Background: an optimization exercise with open tools, aiming at small area, a short achievable clock period and few clock cycles. Do not read the settings as production practice. No functional check of the RTL was part of any run shown here.

==> flow/design.v (outline; a module is shown in full before it is edited, if it fits) <==
// module mmm_q: 183 lines
// module mmm_inv: 139 lines
// module mmm_dreg: 7 lines
// module mmm_fa: 10 lines
// module mmm_ha: 9 lines
// module mmm_r2mm_2n: 8629 lines
module mmm_r2mm_2n
#(
    parameter K = 256
)
(
    input   wire            clk     ,
    input   wire            rst_n   ,
    input   wire [K-1  :0]  x       ,
    input   wire [K-1  :0]  y       ,
    input   wire [K-1  :0]  m       ,
    input   wire            req     ,
    output  wire [K-1  :0]  res     ,
    output  reg             val     
);
  // ...
==> flow/flow/run.sh <==
#!/bin/bash
set -uo pipefail
bash standard.sh SETUP_SLACK_MARGIN=22.5 MATCH_CELL_FOOTPRINT=0 \
  'BUFFER_PORTS_ARGS=-buffer_cell sky130_fd_sc_hd__buf_2' finish > standard_flow.log 2>&1
==> flow/standard.sh <==
#!/bin/bash
# synth_recipe.tcl (not shown) runs the flow's synth.tcl, then flattens the netlist and writes it again
# the make line also repeats each setting of config.mk as NAME=value (left out here)
make -C /OpenROAD-flow-scripts/flow DESIGN_CONFIG=/design/flow/config.mk WORK_HOME=/design/flow/orfs CLKGATE_MAP_FILE= SYNTH_SCRIPT=/design/flow/synth_recipe.tcl "${@:-finish}"
==> flow/config.mk <==
export PLATFORM = sky130hd
export DESIGN_NAME = mmm_r2mm_2n
export DESIGN_NICKNAME = mmm_r2mm_2n
export VERILOG_FILES = /design/flow/design.v
export SDC_FILE = /design/flow/constraint.sdc
export NUM_CORES = 8
export LEC_CHECK = 0
export CAP_MARGIN = 20
export CORE_MARGIN = 2
export CORE_UTILIZATION = 55
export SETUP_SLACK_MARGIN = 2
export SLEW_MARGIN = 20
export SYNTH_HIERARCHICAL = 1
export SYNTH_MINIMUM_KEEP_SIZE = 0
export TNS_END_PERCENT = 5
==> flow/constraint.sdc <==
create_clock -name core_clock -period 30.0 [get_ports {clk}]
set_input_delay 6.0000 -clock core_clock [delete_from_list [all_inputs] [get_ports {clk}]]
set_output_delay 6.0000 -clock core_clock [all_outputs]
set_load 0.01 [all_outputs]
==> metrics.md, run 1 <==
| Metric | Value |
|---|---|
| Placed cell area | `167000 um2` |
| Signal buffers | `1247` |
| Fmax | `130 MHz` |
| Final wirelength | `658 mm` |
| Tcrit/Tclk final | `0.256` |
| Most frequent cells in the layout | `fa_1, nand2_1, dfxtp_1` |
| WL met2 | `278 mm` |
| Post-CTS Setup Bufs | `9` |
| Storage cell area | `35500 um2` |
| WHS Path Cells | `0` |
| Die area | `297000 um2` |
| Seq area share | `0.203` |
| Reg-to-reg setup timing slack | `22.62 ns` |
| Layout cells sized above 1 | `0.137` |
| Synthesized cell area | `161000 um2` |
| Largest regs | `Cr (265), Sr (265)` |
| Largest net degree at the start of global routing | `168` |
| Worst path cell trace | `buf_2` |
| CTS buffer count | `212` |
| Initial drt markers | `13822` |
| Fill cell count | `24246` |
| Worst path slowest cell | `dfxtp_2` |
| Routed wl met3 | `85.4 mm` |
| Multi-input gate area | `120000 um2` |
| Total GRT Usage | `0.445` |
| Fin util | `0.602` |
| Clock-cell share | `0.0422` |
| Clock latency at the later pin of the worst-skew pair | `0.96 ns` |
| Slew headroom | `0.0830` |
| Core Region | `291000 um2` |
| Vias in the first global route | `131423` |
| Syn Inst Count | `14959` |
| Vias | `123956` |
| CTS tree | `done` |
| Run status | `finished clean` |
| Nets@finish | `19356` |
==> inputs of run 2 (changes only) <==
--- a/flow/design.v
+++ b/flow/design.v
@@ -315,16 +315,32 @@
     7'd124: begin inv = 8'd73; inv3 = 8'd219; end
     7'd125: begin inv = 8'd51; inv3 = 8'd153; end
     7'd126: begin inv = 8'd85; inv3 = 8'd255; end
     7'd127: begin inv = 8'd255; inv3 = 8'd253; end
     default: begin inv = 8'd0; inv3 = 8'd0; end
     endcase
 end
 endmodule
+module mmm_bd (
+    input  wire       clk,
+    input  wire [8:0] d,
+    output wire [3:0] one,
+    output wire [3:0] two,
+    output wire [3:0] neg
+);
+reg [8:0] e;
+always @(posedge clk) e <= d;
+genvar g;
+generate for (g = 0; g < 4; g = g + 1) begin : g_b
+    assign one[g] = e[2*g+1] ^ e[2*g];
+    assign two[g] = (e[2*g+2] & ~e[2*g+1] & ~e[2*g]) | (~e[2*g+2] & e[2*g+1] & e[2*g]);
+    assign neg[g] = e[2*g+2];
+end endgenerate
+endmodule
 module mmm_dreg #(parameter W = 8) (
     input  wire         clk,
     input  wire [W-1:0] d,
     output reg  [W-1:0] q
 );
 always @(posedge clk) q <= d;
 endmodule
 module mmm_fa (
@@ -357,76 +373,72 @@
     input   wire [K-1  :0]  y       ,
     input   wire [K-1  :0]  m       ,
     input   wire            req     ,
     output  wire [K-1  :0]  res     ,
     output  reg             val     
 );
 localparam KD = 8;
 localparam SW = 265;
-reg  [255:0]  Yr, Mr, Rr;
+reg  [255:0]  Yr, Mr;
 reg  [SW-1:0] Sr, Cr;
 reg           cinr;
 reg  [31:0]   sel;
 reg  [5:0]    cnt;
+reg           s32;
 wire [SW-1:0] ns, nc;
 wire ncin;
 wire idle  = (cnt == 6'd0);
 wire start = req & idle;
 wire it    = (cnt != 6'd0) && (cnt <= 6'd33);
 wire f1    = (cnt == 6'd34);
 wire f2    = (cnt == 6'd35);
 wire clr   = idle | f2;
-always @(posedge clk) begin Yr <= y; Mr <= m; end
+always @(posedge clk) begin Mr <= m; end
 wire [KD-1:0] inv_t, inv3_t;
 mmm_inv u_inv (.a(Mr[KD-1:1]), .inv(inv_t), .inv3(inv3_t));
 wire [KD-1:0] q_0;
 mmm_q u_q0 (.clk(clk), .clr(clr), .ns(ns[KD-1:0]), .nc(nc[KD-1:0]), .ncin(ncin), .inv(inv_t), .inv3(inv3_t), .q(q_0));
 wire [KD-1:0] q_1;
 mmm_q u_q1 (.clk(clk), .clr(clr), .ns(ns[KD-1:0]), .nc(nc[KD-1:0]), .ncin(ncin), .inv(inv_t), .inv3(inv3_t), .q(q_1));
 wire [KD-1:0] q_2;
 mmm_q u_q2 (.clk(clk), .clr(clr), .ns(ns[KD-1:0]), .nc(nc[KD-1:0]), .ncin(ncin), .inv(inv_t), .inv3(inv3_t), .q(q_2));
 wire [KD-1:0] q_3;
 mmm_q u_q3 (.clk(clk), .clr(clr), .ns(ns[KD-1:0]), .nc(nc[KD-1:0]), .ncin(ncin), .inv(inv_t), .inv3(inv3_t), .q(q_3));
-reg  [255:0] Xr;
-always @(posedge clk) Xr <= x;
 integer i;
 reg [KD-1:0] xn, mn;
 always @* begin
     xn = {KD{1'b0}}; mn = {KD{1'b0}};
     for (i = 1; i < 32; i = i + 1) begin
-        xn = xn | ({KD{sel[i]}} & Xr[i*KD +: KD]);
-        mn = mn | ({KD{sel[i]}} & Mr[i*KD +: KD]);
+        xn = xn | ({KD{sel[i]}} & x[i*KD +: KD]);
+        if (i < 31) mn = mn | ({KD{sel[i+1]}} & Mr[i*KD +: KD]);
+        else mn = mn | ({KD{s32}} & Mr[i*KD +: KD]);
     end
 end
-reg          bor, ptop;
-wire [KD:0] dp = {1'b0, xn} - {1'b0, mn & {KD{Xr[255]}}} - {{KD{1'b0}}, bor};
+always @(posedge clk) s32 <= it & sel[31];
+reg [KD-1:0] xd;
+reg          s255, bor, ptop;
+always @(posedge clk) begin xd <= xn; s255 <= x[255]; end
+wire [KD:0] dp = {1'b0, xd} - {1'b0, mn & {KD{s255}}} - {{KD{1'b0}}, bor};
 wire [KD:0] d0 = {1'b0, x[KD-1:0]} - {1'b0, m[KD-1:0] & {KD{x[255]}}};
 wire [KD:0] dd = idle ? d0 : dp;
 wire [KD:0] be = {dd[KD-1:0], ~idle & ptop};
 always @(posedge clk) begin bor <= dd[KD]; ptop <= dd[KD-1]; end
-wire [3:0] b_one, b_two, b_neg;
-genvar gb;
-generate for (gb = 0; gb < 4; gb = gb + 1) begin : g_booth
-    assign b_one[gb] = be[2*gb+1] ^ be[2*gb];
-    assign b_two[gb] = (be[2*gb+2] & ~be[2*gb+1] & ~be[2*gb]) | (~be[2*gb+2] & be[2*gb+1] & be[2*gb]);
-    assign b_neg[gb] = be[2*gb+2];
-end endgenerate
 wire [3:0] bo_0, bt_0, bn_0;
-mmm_dreg #(.W(12)) u_bd0 (.clk(clk), .d({b_neg, b_two, b_one}), .q({bn_0, bt_0, bo_0}));
+mmm_bd u_bd0 (.clk(clk), .d(be), .one(bo_0), .two(bt_0), .neg(bn_0));
 wire [3:0] bo_1, bt_1, bn_1;
-mmm_dreg #(.W(12)) u_bd1 (.clk(clk), .d({b_neg, b_two, b_one}), .q({bn_1, bt_1, bo_1}));
+mmm_bd u_bd1 (.clk(clk), .d(be), .one(bo_1), .two(bt_1), .neg(bn_1));
 wire [3:0] bo_2, bt_2, bn_2;
-mmm_dreg #(.W(12)) u_bd2 (.clk(clk), .d({b_neg, b_two, b_one}), .q({bn_2, bt_2, bo_2}));
+mmm_bd u_bd2 (.clk(clk), .d(be), .one(bo_2), .two(bt_2), .neg(bn_2));
 wire [3:0] bo_3, bt_3, bn_3;
-mmm_dreg #(.W(12)) u_bd3 (.clk(clk), .d({b_neg, b_two, b_one}), .q({bn_3, bt_3, bo_3}));
+mmm_bd u_bd3 (.clk(clk), .d(be), .one(bo_3), .two(bt_3), .neg(bn_3));
 always @(posedge clk) begin
-    if (start) sel <= {{30{1'b0}}, 2'b10};
+    if (start) sel <= {{29{1'b0}}, 3'b100};
     else if (it) sel <= {sel[30:0], 1'b0};
-    else sel <= {32{1'b0}};
+    else sel <= {{30{1'b0}}, 2'b10};
 end
 wire [2047:0] pq;
 genvar gj;
 generate for (gj = 0; gj < KD; gj = gj + 1) begin : g_pp
     assign pq[gj*256+0 +: 64] = ~({64{q_0[gj]}} & Mr[63:0]);
     assign pq[gj*256+64 +: 64] = ~({64{q_1[gj]}} & Mr[127:64]);
     assign pq[gj*256+128 +: 64] = ~({64{q_2[gj]}} & Mr[191:128]);
     assign pq[gj*256+192 +: 64] = ~({64{q_3[gj]}} & Mr[255:192]);
@@ -8957,18 +8969,18 @@
     end else if (f1) begin
         Sr <= {ns[SW-1:258], cpa};
         Cr <= {{(SW-256){1'b0}}, Mr};
         cinr <= 1'b0;
     end else begin
         Sr <= ns; Cr <= nc; cinr <= ncin;
     end
 end
-always @(posedge clk) Rr <= (~Sr[257] | cpa[257]) ? ~cpa[255:0] : ~Sr[255:0];
-assign res = Rr;
+always @(posedge clk) Yr <= f2 ? ((~Sr[257] | cpa[257]) ? ~cpa[255:0] : ~Sr[255:0]) : y;
+assign res = Yr;
 always @(posedge clk or negedge rst_n) begin
     if (!rst_n) begin
         cnt <= 6'd0; val <= 1'b0;
     end else begin
         val <= f2;
         if (start) cnt <= 6'd1;
         else if (f2) cnt <= 6'd0;
         else if (!idle) cnt <= cnt + 6'd1;
==> flow/config.mk (replaced) <==
export PLATFORM = sky130hd
export DESIGN_NAME = mmm_r2mm_2n
export DESIGN_NICKNAME = mmm_r2mm_2n
export VERILOG_FILES = /design/flow/design.v
export SDC_FILE = /design/flow/constraint.sdc
export NUM_CORES = 8
export LEC_CHECK = 0
export CAP_MARGIN = 20
export CELL_PAD_IN_SITES_DETAIL_PLACEMENT = 1
export CORE_MARGIN = 2
export CORE_UTILIZATION = 55
export SETUP_SLACK_MARGIN = 2
export SLEW_MARGIN = 20
export SYNTH_HIERARCHICAL = 1
export SYNTH_MINIMUM_KEEP_SIZE = 0
export TNS_END_PERCENT = 5
==> run 2 against run 1 <==
Against the previous run: the layout now fails its checks (max-slew violations); via count is 8.4% higher; area after synthesis is 4.3% lower; highest routed layer unchanged; first-iteration DRC count is 21% higher; cell count is 1.2% higher; final area is 4.2% lower; utilization is 0.068 points lower; sequential share of layout area is 5.0 points lower; synthesized cell count is 3.2% higher.
==> metrics.md, run 2 <==
| Metric | Value |
|---|---|
| Run status | `failed layout checks (was finished clean)` |
| Failed Checks | `max-slew violations` |
| Vias/cell | `6.96 (was 6.50)` |
| Die X | `533 um (was 545 um)` |
| Vias in the first global route | `145741 (was 131423)` |
| Crit-path max FO | `1 (was 2)` |
| Largest net degree at the start of global routing | `197 (was 168)` |
| Startpoint Class | `input port (was flip-flop)` |
| RSZ-0062 raised after global routing | `true (unchanged)` |
| DP Wirelength | `541 mm (was 495 mm)` |
| Slew headroom | `-0.0663 (was 0.0830)` |
| Slew of the pin with the lowest slew margin | `1.60 ns (was 1.38 ns)` |
| Max_cap viols | `0 (unchanged)` |
| Final ANT Viol Nets | `0 (unchanged)` |
| Synthesized cell area | `154000 um2 (was 161000 um2)` |
| Die H | `533 um (was 545 um)` |
| Critical path capture point type | `flip-flop (was output pin)` |
| Fmax | `128 MHz (was 130 MHz)` |
| Crit path kind | `in -> reg (was reg -> out)` |
| Final setup viols | `0 (unchanged)` |
| Clock Skew | `0.0567 ns (was 0.0775 ns)` |
| Area growth syn-to-layout | `8.94% (was 8.87%)` |
| Class of the worst hold path | `reg -> reg (unchanged)` |
| Num rows | `194 (was 198)` |
| Tcrit/Tclk final | `0.261 (was 0.256)` |
| Mean area per synthesized cell | `9.97 um2 (was 10.7 um2)` |
| Num ports | `1028 (unchanged)` |
| Deepest clock path buffer count | `4 (unchanged)` |
| CTS sink count | `1257 (was 1763)` |
| Total GRT Usage | `0.509 (was 0.445)` |
| Clock root cell | `clkbuf_16 (unchanged)` |
| CTS tree | `done (unchanged)` |
| Nets@finish | `19764 (was 19356)` |
| YS warnings | `10 (unchanged)` |
| Fin. Hold Viols | `0 (unchanged)` |
| Drt drc | `0 (unchanged)` |
| Final setup TNS | `0 ns (unchanged)` |
| Crit path arrival time | `8.53 ns (was 1.68 ns)` |
| Layout cells sized above 1 | `0.146 (was 0.137)` |
| Clk slew on worst S/H paths | `0.06 ns (was 0.07 ns)` |
| First-pass DRT Iterations | `8 (was 9)` |
| Initial drt markers | `16705 (was 13822)` |
| Required time worst endpoint | `30.70 ns (was 24.00 ns)` |
| PortBufs | `1027 (unchanged)` |
| Grt total ovfl | `0 (unchanged)` |
| First-pass GRT wire length | `1040 mm (was 944 mm)` |
| WHS | `0.559 ns (was 0.456 ns)` |
| Max H-tree Level | `4 (unchanged)` |
| Syn Inst Count | `15432 (was 14959)` |
| Starting Density | `0.552 (was 0.553)` |
| Final wirelength | `738 mm (was 658 mm)` |
| WL/cell | `38.3 um (was 34.5 um)` |
| Syn Nets | `19855 (was 19381)` |
| Most frequent cells in the layout | `nand2_1, fa_1, a22oi_1 (was fa_1, nand2_1, dfxtp_1)` |
| CTS buffer count | `166 (was 212)` |
| RePlAce Congestion | `1.05 (was 1.06)` |
| Die area | `284000 um2 (was 297000 um2)` |
| Core Region | `279000 um2 (was 291000 um2)` |
| Tmin final | `7.83 ns (was 7.68 ns)` |
| Leading cell type in the layout, fill and taps excluded | `nand2_1 (was fa_1)` |
| Largest regs | `Cr (265), Sr (265) (unchanged)` |
| Clock latency at the later pin of the worst-skew pair | `0.91 ns (was 0.96 ns)` |
| Vias | `134346 (was 123956)` |
| Final Max Tran Viols | `63 (was 0)` |
| Initial antenna violation count | `97 (was 90)` |
-- run 2: repair_timing --
action | CTS | global route
gates cloned | 8 | 13
setup buffers | 23 | 17
pin swaps | 9 | 15
resized for setup | 197 | 229
hold buffers | 0 | 0
endpoints found under the setup margin | 1034 | 1039
endpoints found under the hold margin | 0 | 0
-- run 2: critical path: stages --
cell      delay [ns]
buf_2           0.10
a22o_1          0.44
a221oi_1        1.12
nand3_1         0.15
or4_1           0.71
-- run 2: final timing paths --
path / start / end / slack [ns] / cells after the start
max: x[127] / xd[7] / 22.17 / 5
min: cnt[4] / cnt[4] / 0.56 / 1
max reg2reg: u_bd2.e[6] / Cr[198] / 22.26 / 16
min reg2reg: cnt[4] / cnt[4] / 0.56 / 1
max in group asynchronous: rst_n / val / 24.74 / 1
min in group asynchronous: rst_n / cnt[3] / 4.99 / 1
-- run 2: area by class of cell --
type	instances	area, um2
multi-input combinational	12496	123000
fill	30035	111000
sequential	1257	25600
timing repair buffer	1308	8010
clock buffer	219	4770
tap	3724	4660
clock inverter	77	877
inverter	112	429
antenna	98	245
-- run 2: per-layer routing --
metal / vias up / GRT usage / part of all wire
met4: 60 / 0.394 / 0.095
li1: 50255 / - / -
met1: 69683 / 0.604 / 0.34
met5: - / 0.00933 / 0.0010
met3: 3120 / 0.212 / 0.14
met2: 11228 / 0.731 / 0.42
-- run 2: per-stage QoR --
step           utilization  worst slack, ns  cells  instance area (um2)
6_report             0.601            22.17  19291               168000
5_1_grt              0.600            22.33  19213               167000
4_1_cts              0.597            22.23  19160               166000
3_3_place_gp         0.573            18.72  18831               160000
3_5_place_dp         0.573            18.17  18833               160000
2_1_floorplan            -            22.27  15432               154000

## re-timing with driven ports
Ports are ideal in the flow. The routed layouts listed here were re-timed in OpenROAD.
Step 1, drivers: a clkbuf_16 drives clk and a buf_2 each remaining input, both assumed.
Step 2 moves the port delays by t, midway between the first and last clock arrival at a register: inputs arrive t later, outputs are due t later. That takes back most of the time a late clock gives input paths.
a / b / c = ideal ports / drivers / drivers and shift; a / b = the first two.
| run | t, ns | slack for setup (ns) | worst slew at a driven data input, ns |
|---|---|---|---|
| run 1 | 1.049 | 22.319 / 22.196 / 21.478 | 0.19 |
| run 2 | 0.998 | 22.171 / 22.193 / 21.260 | 0.60 |
For run 2, which loses most, drivers alone change the setup slack by +0.022 ns; drivers and shift together by -0.911 ns.
